Background: an optimization exercise with open tools, aiming at small area. Do not read the settings as production practice. Only simulation tests tie the RTL to the original design; equivalence was not proved.

==> inputs of wip/willow <==
// top
module top(
    input         clk,
    input         rst,
    input  [26:0] freq_config,
    input  [26:0] phas_config,
    output reg [13:0] S
    );
clock: 8.0 ns
lec_check: 0
abc_area: 1
cap_margin: 20
core_margin: 2
core_utilization: 60
slew_margin: 20
synth_hierarchical: 1
synth_minimum_keep_size: 0
standard.sh (not shown) runs the stock make flow with config.mk's settings and CLKGATE_MAP_FILE= SYNTH_SCRIPT=/design/flow/synth_recipe.tcl, a recipe that flattens the netlist after the stock synthesis.
==> flow/flow/run.sh <==
#!/bin/bash
# The standard layout (the standard.sh), with two changes:
#  - the port buffers are the smallest buffer, sky130_fd_sc_hd__buf_1;
#  - clock tree synthesis inserts no dummy loads.
set -euo pipefail
bash standard.sh \
  'BUFFER_PORTS_ARGS=-buffer_cell sky130_fd_sc_hd__buf_1' \
  'CTS_ARGS=-sink_clustering_enable -repair_clock_nets -dont_use_dummy_load' \
  finish > standard_flow.log 2>&1
==> inputs of wip/garnet, as changes to wip/willow <==
--- a/flow/design.v
+++ b/flow/design.v
@@ -203,22 +203,48 @@
     wire s165, c166;
     hadd us165 (.a(cq[13]), .b(c164), .s(s165), .co(c166));
     always @(posedge clk) begin
         rd <= rst;
         ci <= {s138, s136, s134, s132, s130, s128, s126, s124, s122, s120, s118, s116, s114, s113} & {14{~rd}};
         cqh <= {s165, s163, s161, s159, s157, s155, s153, s151, s149, s147, s145, s143, s141} & {13{~rd}};
     end
     wire [3:0] ta_one, ta_two, ta_neg, tb_one, tb_two, tb_neg;
+    wire ta_none0;
+    assign ta_one[0] = ~ta_none0;
+    wire ta_none1;
+    assign ta_one[1] = ~ta_none1;
+    wire ta_none2;
+    assign ta_one[2] = ~ta_none2;
+    wire ta_none3;
+    assign ta_one[3] = ~ta_none3;
+    wire ta_ntwo0;
+    assign ta_two[0] = ~ta_ntwo0;
+    wire ta_ntwo1;
+    assign ta_two[1] = ~ta_ntwo1;
+    wire ta_ntwo2;
+    assign ta_two[2] = ~ta_ntwo2;
     assign ta_two[3] = 1'b0;
     assign ta_neg[3] = 1'b0;
+    wire tb_none0;
+    assign tb_one[0] = ~tb_none0;
+    wire tb_none1;
+    assign tb_one[1] = ~tb_none1;
+    wire tb_none2;
+    assign tb_one[2] = ~tb_none2;
     assign tb_one[3] = 1'b0;
+    wire tb_ntwo0;
+    assign tb_two[0] = ~tb_ntwo0;
+    wire tb_ntwo1;
+    assign tb_two[1] = ~tb_ntwo1;
+    wire tb_ntwo2;
+    assign tb_two[2] = ~tb_ntwo2;
     assign tb_two[3] = 1'b1;
     assign tb_neg[3] = 1'b0;
-    hlut ut(.v(v4), .ta_one0(ta_one[0]), .ta_one1(ta_one[1]), .ta_one2(ta_one[2]), .ta_one3(ta_one[3]), .ta_two0(ta_two[0]), .ta_two1(ta_two[1]), .ta_two2(ta_two[2]), .ta_neg0(ta_neg[0]), .ta_neg1(ta_neg[1]), .ta_neg2(ta_neg[2]), .tb_one0(tb_one[0]), .tb_one1(tb_one[1]), .tb_one2(tb_one[2]), .tb_two0(tb_two[0]), .tb_two1(tb_two[1]), .tb_two2(tb_two[2]), .tb_neg0(tb_neg[0]), .tb_neg1(tb_neg[1]), .tb_neg2(tb_neg[2]));
+    hlut ut(.v(v4), .ta_none0(ta_none0), .ta_none1(ta_none1), .ta_none2(ta_none2), .ta_none3(ta_none3), .ta_ntwo0(ta_ntwo0), .ta_ntwo1(ta_ntwo1), .ta_ntwo2(ta_ntwo2), .ta_neg0(ta_neg[0]), .ta_neg1(ta_neg[1]), .ta_neg2(ta_neg[2]), .tb_none0(tb_none0), .tb_none1(tb_none1), .tb_none2(tb_none2), .tb_ntwo0(tb_ntwo0), .tb_ntwo1(tb_ntwo1), .tb_ntwo2(tb_ntwo2), .tb_neg0(tb_neg[0]), .tb_neg1(tb_neg[1]), .tb_neg2(tb_neg[2]));
     wire [13:0] ca = f4 ? ci : cq;
     wire [13:0] cb = f4 ? cq : ci;
     wire g167 = ta_neg[0] ^ sa4;
     wire p168 = ((ta_one[0] & ca[0])) ^ g167;
     wire p169 = ((ta_one[0] & ca[1]) | (ta_two[0] & ca[0])) ^ g167;
     wire p170 = ((ta_one[0] & ca[2]) | (ta_two[0] & ca[1])) ^ g167;
     wire p171 = ((ta_one[0] & ca[3]) | (ta_two[0] & ca[2])) ^ g167;
     wire p172 = ((ta_one[0] & ca[4]) | (ta_two[0] & ca[3])) ^ g167;
@@ -661,29 +687,29 @@
 endmodule
 module hadd(input a, input b, output s, output co);
     assign s  = a ^ b;
     assign co = a & b;
 endmodule
 module cmaj(input a, input b, input c, output co);
     assign co = (a & b) | (c & (a | b));
 endmodule
-module hlut(input [4:0] v, output ta_one0, output ta_one1, output ta_one2, output ta_one3, output ta_two0, output ta_two1, output ta_two2, output ta_neg0, output ta_neg1, output ta_neg2, output tb_one0, output tb_one1, output tb_one2, output tb_two0, output tb_two1, output tb_two2, output tb_neg0, output tb_neg1, output tb_neg2);
-    assign ta_one0 = 32'h8cd2aaaa >> v;
-    assign ta_one1 = 32'h64da5a5a >> v;
-    assign ta_one2 = 32'hfc03c0f8 >> v;
-    assign ta_one3 = 32'hffffc400 >> v;
-    assign ta_two0 = 32'h52091111 >> v;
-    assign ta_two1 = 32'h83042184 >> v;
-    assign ta_two2 = 32'h00003f00 >> v;
+module hlut(input [4:0] v, output ta_none0, output ta_none1, output ta_none2, output ta_none3, output ta_ntwo0, output ta_ntwo1, output ta_ntwo2, output ta_neg0, output ta_neg1, output ta_neg2, output tb_none0, output tb_none1, output tb_none2, output tb_ntwo0, output tb_ntwo1, output tb_ntwo2, output tb_neg0, output tb_neg1, output tb_neg2);
+    assign ta_none0 = 32'h732d5555 >> v;
+    assign ta_none1 = 32'h9b25a5a5 >> v;
+    assign ta_none2 = 32'h03fc3f07 >> v;
+    assign ta_none3 = 32'h00003bff >> v;
+    assign ta_ntwo0 = 32'hadf6eeee >> v;
+    assign ta_ntwo1 = 32'h7cfbde7b >> v;
+    assign ta_ntwo2 = 32'hffffc0ff >> v;
     assign ta_neg0 = 32'h08488888 >> v;
     assign ta_neg1 = 32'h041c4318 >> v;
     assign ta_neg2 = 32'h0003c400 >> v;
-    assign tb_one0 = 32'hff1b54cf >> v;
-    assign tb_one1 = 32'hcc470fc0 >> v;
-    assign tb_one2 = 32'h00ff7000 >> v;
-    assign tb_two0 = 32'h00a48830 >> v;
-    assign tb_two1 = 32'h0380f000 >> v;
-    assign tb_two2 = 32'hff000000 >> v;
+    assign tb_none0 = 32'h00e4ab30 >> v;
+    assign tb_none1 = 32'h33b8f03f >> v;
+    assign tb_none2 = 32'hff008fff >> v;
+    assign tb_ntwo0 = 32'hff5b77cf >> v;
+    assign tb_ntwo1 = 32'hfc7f0fff >> v;
+    assign tb_ntwo2 = 32'h00ffffff >> v;
     assign tb_neg0 = 32'haa36cc3f >> v;
     assign tb_neg1 = 32'hc0c08fc0 >> v;
     assign tb_neg2 = 32'hffff7000 >> v;
 endmodule
==> inputs of wip/tundra, as changes to wip/willow <==
--- a/flow/design.v
+++ b/flow/design.v
@@ -203,22 +203,48 @@
     wire s165, c166;
     hadd us165 (.a(cq[13]), .b(c164), .s(s165), .co(c166));
     always @(posedge clk) begin
         rd <= rst;
         ci <= {s138, s136, s134, s132, s130, s128, s126, s124, s122, s120, s118, s116, s114, s113} & {14{~rd}};
         cqh <= {s165, s163, s161, s159, s157, s155, s153, s151, s149, s147, s145, s143, s141} & {13{~rd}};
     end
     wire [3:0] ta_one, ta_two, ta_neg, tb_one, tb_two, tb_neg;
+    wire ta_none0;
+    assign ta_one[0] = ~ta_none0;
+    wire ta_none1;
+    assign ta_one[1] = ~ta_none1;
+    wire ta_none2;
+    assign ta_one[2] = ~ta_none2;
+    wire ta_none3;
+    assign ta_one[3] = ~ta_none3;
+    wire ta_ntwo0;
+    assign ta_two[0] = ~ta_ntwo0;
+    wire ta_ntwo1;
+    assign ta_two[1] = ~ta_ntwo1;
+    wire ta_ntwo2;
+    assign ta_two[2] = ~ta_ntwo2;
     assign ta_two[3] = 1'b0;
     assign ta_neg[3] = 1'b0;
+    wire tb_none0;
+    assign tb_one[0] = ~tb_none0;
+    wire tb_none1;
+    assign tb_one[1] = ~tb_none1;
+    wire tb_none2;
+    assign tb_one[2] = ~tb_none2;
     assign tb_one[3] = 1'b0;
+    wire tb_ntwo0;
+    assign tb_two[0] = ~tb_ntwo0;
+    wire tb_ntwo1;
+    assign tb_two[1] = ~tb_ntwo1;
+    wire tb_ntwo2;
+    assign tb_two[2] = ~tb_ntwo2;
     assign tb_two[3] = 1'b1;
     assign tb_neg[3] = 1'b0;
-    hlut ut(.v(v4), .ta_one0(ta_one[0]), .ta_one1(ta_one[1]), .ta_one2(ta_one[2]), .ta_one3(ta_one[3]), .ta_two0(ta_two[0]), .ta_two1(ta_two[1]), .ta_two2(ta_two[2]), .ta_neg0(ta_neg[0]), .ta_neg1(ta_neg[1]), .ta_neg2(ta_neg[2]), .tb_one0(tb_one[0]), .tb_one1(tb_one[1]), .tb_one2(tb_one[2]), .tb_two0(tb_two[0]), .tb_two1(tb_two[1]), .tb_two2(tb_two[2]), .tb_neg0(tb_neg[0]), .tb_neg1(tb_neg[1]), .tb_neg2(tb_neg[2]));
+    hlut ut(.v(v4), .ta_none0(ta_none0), .ta_none1(ta_none1), .ta_none2(ta_none2), .ta_none3(ta_none3), .ta_ntwo0(ta_ntwo0), .ta_ntwo1(ta_ntwo1), .ta_ntwo2(ta_ntwo2), .ta_neg0(ta_neg[0]), .ta_neg1(ta_neg[1]), .ta_neg2(ta_neg[2]), .tb_none0(tb_none0), .tb_none1(tb_none1), .tb_none2(tb_none2), .tb_ntwo0(tb_ntwo0), .tb_ntwo1(tb_ntwo1), .tb_ntwo2(tb_ntwo2), .tb_neg0(tb_neg[0]), .tb_neg1(tb_neg[1]), .tb_neg2(tb_neg[2]));
     wire [13:0] ca = f4 ? ci : cq;
     wire [13:0] cb = f4 ? cq : ci;
     wire g167 = ta_neg[0] ^ sa4;
     wire p168 = ((ta_one[0] & ca[0])) ^ g167;
     wire p169 = ((ta_one[0] & ca[1]) | (ta_two[0] & ca[0])) ^ g167;
     wire p170 = ((ta_one[0] & ca[2]) | (ta_two[0] & ca[1])) ^ g167;
     wire p171 = ((ta_one[0] & ca[3]) | (ta_two[0] & ca[2])) ^ g167;
     wire p172 = ((ta_one[0] & ca[4]) | (ta_two[0] & ca[3])) ^ g167;
@@ -661,29 +687,29 @@
 endmodule
 module hadd(input a, input b, output s, output co);
     assign s  = a ^ b;
     assign co = a & b;
 endmodule
 module cmaj(input a, input b, input c, output co);
     assign co = (a & b) | (c & (a | b));
 endmodule
-module hlut(input [4:0] v, output ta_one0, output ta_one1, output ta_one2, output ta_one3, output ta_two0, output ta_two1, output ta_two2, output ta_neg0, output ta_neg1, output ta_neg2, output tb_one0, output tb_one1, output tb_one2, output tb_two0, output tb_two1, output tb_two2, output tb_neg0, output tb_neg1, output tb_neg2);
-    assign ta_one0 = 32'h8cd2aaaa >> v;
-    assign ta_one1 = 32'h64da5a5a >> v;
-    assign ta_one2 = 32'hfc03c0f8 >> v;
-    assign ta_one3 = 32'hffffc400 >> v;
-    assign ta_two0 = 32'h52091111 >> v;
-    assign ta_two1 = 32'h83042184 >> v;
-    assign ta_two2 = 32'h00003f00 >> v;
+module hlut(input [4:0] v, output ta_none0, output ta_none1, output ta_none2, output ta_none3, output ta_ntwo0, output ta_ntwo1, output ta_ntwo2, output ta_neg0, output ta_neg1, output ta_neg2, output tb_none0, output tb_none1, output tb_none2, output tb_ntwo0, output tb_ntwo1, output tb_ntwo2, output tb_neg0, output tb_neg1, output tb_neg2);
+    assign ta_none0 = 32'h732d5555 >> v;
+    assign ta_none1 = 32'h9b25a5a5 >> v;
+    assign ta_none2 = 32'h03fc3f07 >> v;
+    assign ta_none3 = 32'h00003bff >> v;
+    assign ta_ntwo0 = 32'hadf6eeee >> v;
+    assign ta_ntwo1 = 32'h7cfbde7b >> v;
+    assign ta_ntwo2 = 32'hffffc0ff >> v;
     assign ta_neg0 = 32'h08488888 >> v;
     assign ta_neg1 = 32'h041c4318 >> v;
     assign ta_neg2 = 32'h0003c400 >> v;
-    assign tb_one0 = 32'hff1b54cf >> v;
-    assign tb_one1 = 32'hcc470fc0 >> v;
-    assign tb_one2 = 32'h00ff7000 >> v;
-    assign tb_two0 = 32'h00a48830 >> v;
-    assign tb_two1 = 32'h0380f000 >> v;
-    assign tb_two2 = 32'hff000000 >> v;
+    assign tb_none0 = 32'h00e4ab30 >> v;
+    assign tb_none1 = 32'h33b8f03f >> v;
+    assign tb_none2 = 32'hff008fff >> v;
+    assign tb_ntwo0 = 32'hff5b77cf >> v;
+    assign tb_ntwo1 = 32'hfc7f0fff >> v;
+    assign tb_ntwo2 = 32'h00ffffff >> v;
     assign tb_neg0 = 32'haa36cc3f >> v;
     assign tb_neg1 = 32'hc0c08fc0 >> v;
     assign tb_neg2 = 32'hffff7000 >> v;
 endmodule
==> flow/flow/run.sh (replaced) <==
#!/bin/bash
# The standard layout (the standard.sh), with two changes:
#  - the port buffers are the smallest buffer, sky130_fd_sc_hd__buf_1;
#  - clock tree synthesis inserts no dummy loads.
set -euo pipefail
bash standard.sh \
  'BUFFER_PORTS_ARGS=-buffer_cell sky130_fd_sc_hd__buf_1' \
  'CTS_ARGS=-sink_clustering_enable -repair_clock_nets -dont_use_dummy_load' \
  REMOVE_ABC_BUFFERS=1 \
  finish > standard_flow.log 2>&1
GPL_TIMING_DRIVEN = 0   (was not set)
==> impl_metrics.toml <==
[run_status]
status = "timing/DRC/antenna clean"

[critical_path]
rr_startpoint = "v4[4]"
arrival_ns = 7.81
crit_cells = 24

[cells_and_area]
multi_input_area_share = 0.6571
final_cell_mix = "xor2_1, fa_1, nand2_1, dfxtp_1, inv_1"

[placed_design]
hpwl_um = 14530

[synth]
yosysTopAreaCellShare = 0.2399
-- figures above: wip/tundra

==> impl_metrics.toml <==
[critical_path]
rr_startpoint = "v4[4]"
crit_cells = 26

[cells_and_area]
multi_input_area_share = 0.6509
final_cell_mix = "xor2_1, fa_1, nand2_1, dfxtp_1, inv_1"

[run_status]
status = "timing/DRC/antenna clean"

[placed_design]
hpwl_um = 14930

[synth]
yosysTopAreaCellShare = 0.2399
-- figures above: wip/garnet

==> impl_metrics.toml <==
[run_status]
status = "timing/DRC/antenna clean"

[placed_design]
hpwl_um = 14920

[critical_path]
arrival_ns = 7.43
rr_startpoint = "v4[0]"
reg2reg_depth = 28

[cells_and_area]
final_cell_mix = "xor2_1, inv_1, nand2_1, fa_1, dfxtp_1"
-- figures above: wip/willow

-- static timing again, ports no longer ideal --
In the flow no input, the clock included, has a driving cell. The finished layouts below were timed again as built, in two steps. Step 1: set_driving_cell puts a clkbuf_16 on clk and a buf_2 on each other input, an assumption about the parent block. Step 2, shift: input delay + t, output delay - t, t = (earliest + latest rising clock arrival at the registers) / 2. This alone moves slack from input paths to output paths. a / b / c = ideal ports / drivers / drivers and shift; a / b = the first two.
run	shift t [ns]	setup slack, ns	clock arrival spread, ns	worst data-port slew with drivers (ns)
wip/willow	0.391	0.793 / 0.793 / 0.686	0.030 / 0.031	0.03
wip/garnet	0.388	0.945 / 0.945 / 0.689	0.030 / 0.030	0.04
wip/tundra	0.390	0.423 / 0.423 / 0.232	0.027 / 0.027	0.04
After both steps setup and hold are still met in every run listed. For wip/garnet, which loses most, drivers alone change the setup slack by 0.000 ns; drivers and shift together by -0.256 ns.
